Source: an optimization exercise on an open RTL-to-GDS flow (aim: small area). Production flows keep margins and buffers that such runs may drop.
The RTL was checked by simulation tests, not by an equivalence proof against the original design.
Power figures rest on the tool's default switching activity, not on a simulated workload.

Design Decoder, start of the top module:
module Decoder(
    input wire              clk_390p625M        ,
    input wire              rst_n               ,
    input wire [63:0]       data_from_CDR       ,
    input wire [ 1:0]       sync_warning_ctrl   ,
    input wire [ 7:0]       resync_ctrl         ,
    input wire              monitor_EN          ,
    output logic            prbs31_sync_ready   ,
    output logic [9:0]      error_bit_count     ,
    output logic            decoder_sync_ready  ,
    output logic            decoder_sync_warning,
    output logic [1567:0]   data_1568bit        ,
    output logic [29:0]     packet_count        ,
    output logic [21:0]     error_packet_count  ,
    output logic            crc10_check_result
);
    assign prbs31_sync_ready = 1'b0;
    assign error_bit_count   = '0;
    localparam logic [2:0] S_ALIGN = 3'b000;
    localparam logic [2:0] S_IDLEB = 3'b001;
  ...
Size: roughly 13,000 cells after synthesis, ~1,700 I/O pins.
clock: 8.5 ns
lec_check: 0
cap_margin: 20
core_margin: 2
core_utilization: 55
place_density: 0.65
slew_margin: 20
standard.sh (not shown) runs the stock make flow with config.mk's settings and CLKGATE_MAP_FILE= SYNTH_SCRIPT=/design/flow/synth_recipe.tcl, a recipe that flattens the netlist after the stock synthesis.
==> flow/flow/run.sh <==
#!/bin/bash
# Own layout flow: the standard layout (standard.sh), with buf_1 port
# buffers, pins one track apart and a clock tree of clkbuf_8 without dummy loads.
export BUFFER_PORTS_ARGS="-buffer_cell sky130_fd_sc_hd__buf_1"
export PLACE_PINS_ARGS="-min_distance 1 -min_distance_in_tracks"
export CTS_ARGS="-sink_clustering_enable -repair_clock_nets -dont_use_dummy_load -buf_list sky130_fd_sc_hd__clkbuf_8 -sink_clustering_size 16 -sink_clustering_max_diameter 60"
bash standard.sh > standard.log 2>&1
The starting point ran to the end with no violations.
Next try:
--- a/flow/design.v
+++ b/flow/design.v
@@ -141,18 +141,21 @@
             end
         end
         pidx  = ix[0];
         pany  = a[0];
         pmany = m[0];
     end
-    wire [94:0] sh1 = pidx[5] ? dtc[126:32] : dtc[94:0];
-    wire [78:0] sh2 = pidx[4] ? sh1[94:16]  : sh1[78:0];
-    wire [70:0] sh3 = pidx[3] ? sh2[78:8]   : sh2[70:0];
-    wire [66:0] sh4 = pidx[2] ? sh3[70:4]   : sh3[66:0];
-    wire [64:0] sh5 = pidx[1] ? sh4[66:2]   : sh4[64:0];
-    assign dal_tmp  = pidx[0] ? sh5[64:1]   : sh5[63:0];
+    wire [3:0] s2 = 4'b1 << pidx[5:4];
+    wire [3:0] s1 = 4'b1 << pidx[3:2];
+    wire [3:0] s0 = 4'b1 << pidx[1:0];
+    logic [78:0] sa; logic [66:0] sb;
+    always_comb begin
+        for (int j = 0; j < 79; j++) sa[j] = (s2[0] & dtc[j]) | (s2[1] & dtc[j+16]) | (s2[2] & dtc[j+32]) | (s2[3] & dtc[j+48]);
+        for (int j = 0; j < 67; j++) sb[j] = (s1[0] & sa[j]) | (s1[1] & sa[j+4]) | (s1[2] & sa[j+8]) | (s1[3] & sa[j+12]);
+        for (int j = 0; j < 64; j++) dal_tmp[j] = (s0[0] & sb[j]) | (s0[1] & sb[j+1]) | (s0[2] & sb[j+2]) | (s0[3] & sb[j+3]);
+    end
     wire head_bad = dal_tmp[63] ~^ dal_tmp[62];
     always_comb begin
         case (bs_state)
             S_ALIGN: begin bs_rdy = 0; idle_en = 1; bs_next = align    ? S_IDLEB : S_ALIGN; end
             S_IDLEB: begin bs_rdy = 0; idle_en = 1; bs_next = idle_res ? S_SYNC  : S_ALIGN; end
             S_SYNC : begin bs_rdy = 1; idle_en = 0; bs_next = head_bad ? S_UNST  : S_SYNC;  end
Core utilization rises by 0.23 points.
Count of clock-buffer cells in the layout rises by 1.
First-iteration DRC count rises by a few percent.
Final area falls slightly.
Power falls slightly.
Worst setup slack gains 0.072 ns.
Clock power stays flat.

--- another note on this design; it stands on its own ---

## branch cedar
==> flow/design.v (excerpt) <==
module Decoder(
    input wire              clk_390p625M        ,
    input wire              rst_n               ,
    input wire [63:0]       data_from_CDR       ,
    input wire [ 1:0]       sync_warning_ctrl   ,
    input wire [ 7:0]       resync_ctrl         ,
    input wire              monitor_EN          ,
    output logic            prbs31_sync_ready   ,
    output logic [9:0]      error_bit_count     ,
    output logic            decoder_sync_ready  ,
    output logic            decoder_sync_warning,
    output logic [1567:0]   data_1568bit        ,
    output logic [29:0]     packet_count        ,
    output logic [21:0]     error_packet_count  ,
    output logic            crc10_check_result
);
Size: roughly 13000 cells after synthesis, ~3700 flip-flops, roughly 1700 I/O pins, about 0.13 mm2 of cells after synthesis.
clock: 8.5 ns
lec_check: 0
cap_margin: 20
core_margin: 2
core_utilization: 50
place_density: 0.6
slew_margin: 20
standard.sh (not shown) runs the stock make flow with config.mk's settings and CLKGATE_MAP_FILE= SYNTH_SCRIPT=/design/flow/synth_recipe.tcl, a recipe that flattens the netlist after the stock synthesis.
==> flow/flow/run.sh <==
#!/bin/bash
# Own layout flow: the standard layout (standard.sh), with buf_1 port
# buffers and a clock tree of clkbuf_8 without dummy loads.
export BUFFER_PORTS_ARGS="-buffer_cell sky130_fd_sc_hd__buf_1"
export CTS_ARGS="-sink_clustering_enable -repair_clock_nets -dont_use_dummy_load -buf_list sky130_fd_sc_hd__clkbuf_8 -sink_clustering_size 16 -sink_clustering_max_diameter 50"
bash standard.sh > standard.log 2>&1
branch cedar reached the end of the flow, and the finished layout is clean on the timing, DRC and antenna checks.
### branch cedar -> branch delta
# branch cedar
export LEC_CHECK = 0
export CAP_MARGIN = 20
export CORE_MARGIN = 2
export CORE_UTILIZATION = 50
export PLACE_DENSITY = 0.6
export SLEW_MARGIN = 20
create_clock -name core_clock -period 8.5 [get_ports {clk_390p625M}]
# branch delta
export LEC_CHECK = 0
export CAP_MARGIN = 20
export CORE_MARGIN = 2
export CORE_UTILIZATION = 65
export PLACE_DENSITY = 0.75
export SLEW_MARGIN = 20
create_clock -name core_clock -period 8.5 [get_ports {clk_390p625M}]
Results
- branch delta never completed; the flow aborted with a tool error in I/O pin placement (3_2_place_iop).
- branch cedar went all the way through synthesis, placement and routing and the layout is clean on timing, DRC and antenna.
- Re chip width: branch cedar was higher than branch delta.
- The post-synthesis instance total was comparable across branch delta and branch cedar.
- The total number of placement rows in branch delta sits 23 below the value recorded for branch cedar.
- branch cedar -> branch delta: number of distinct standard cells referenced by the synthesized netlist delta 0, exact match

[port drivers added, routing unchanged]
Ports are ideal in the flow. The routed layouts listed here were re-timed in OpenROAD.
Step 1: set_driving_cell puts a clkbuf_16 on clk_390p625M and a buf_2 on each other input, an assumption about the parent block.
Step 2 also shifts input and output timing later by t, the mid clock arrival at the registers, as if the neighbouring blocks saw the same clock.
a / b / c = ideal / step 1 / step 2; a / b = the first two.
| run | t, ns | setup slack, ns | worst hold slack (ns) | latest minus earliest clock arrival (ns) | pins driven straight from the clock port |
|---|---|---|---|---|---|
| the first run of note 1 | 1.170 | 3.010 / 2.908 / 3.552 | 0.325 / 0.325 / 0.325 | 0.135 / 0.135 | 1 |
| the second run of note 1 | 1.165 | 3.082 / 2.978 / 3.148 | 0.327 / 0.327 / 0.327 | 0.126 / 0.125 | 1 |
| branch cedar | 1.226 | 2.623 / 2.520 / 3.043 | 0.305 / 0.305 / 0.305 | 0.173 / 0.173 | 1 |
After both steps setup and hold are still met in every run listed.
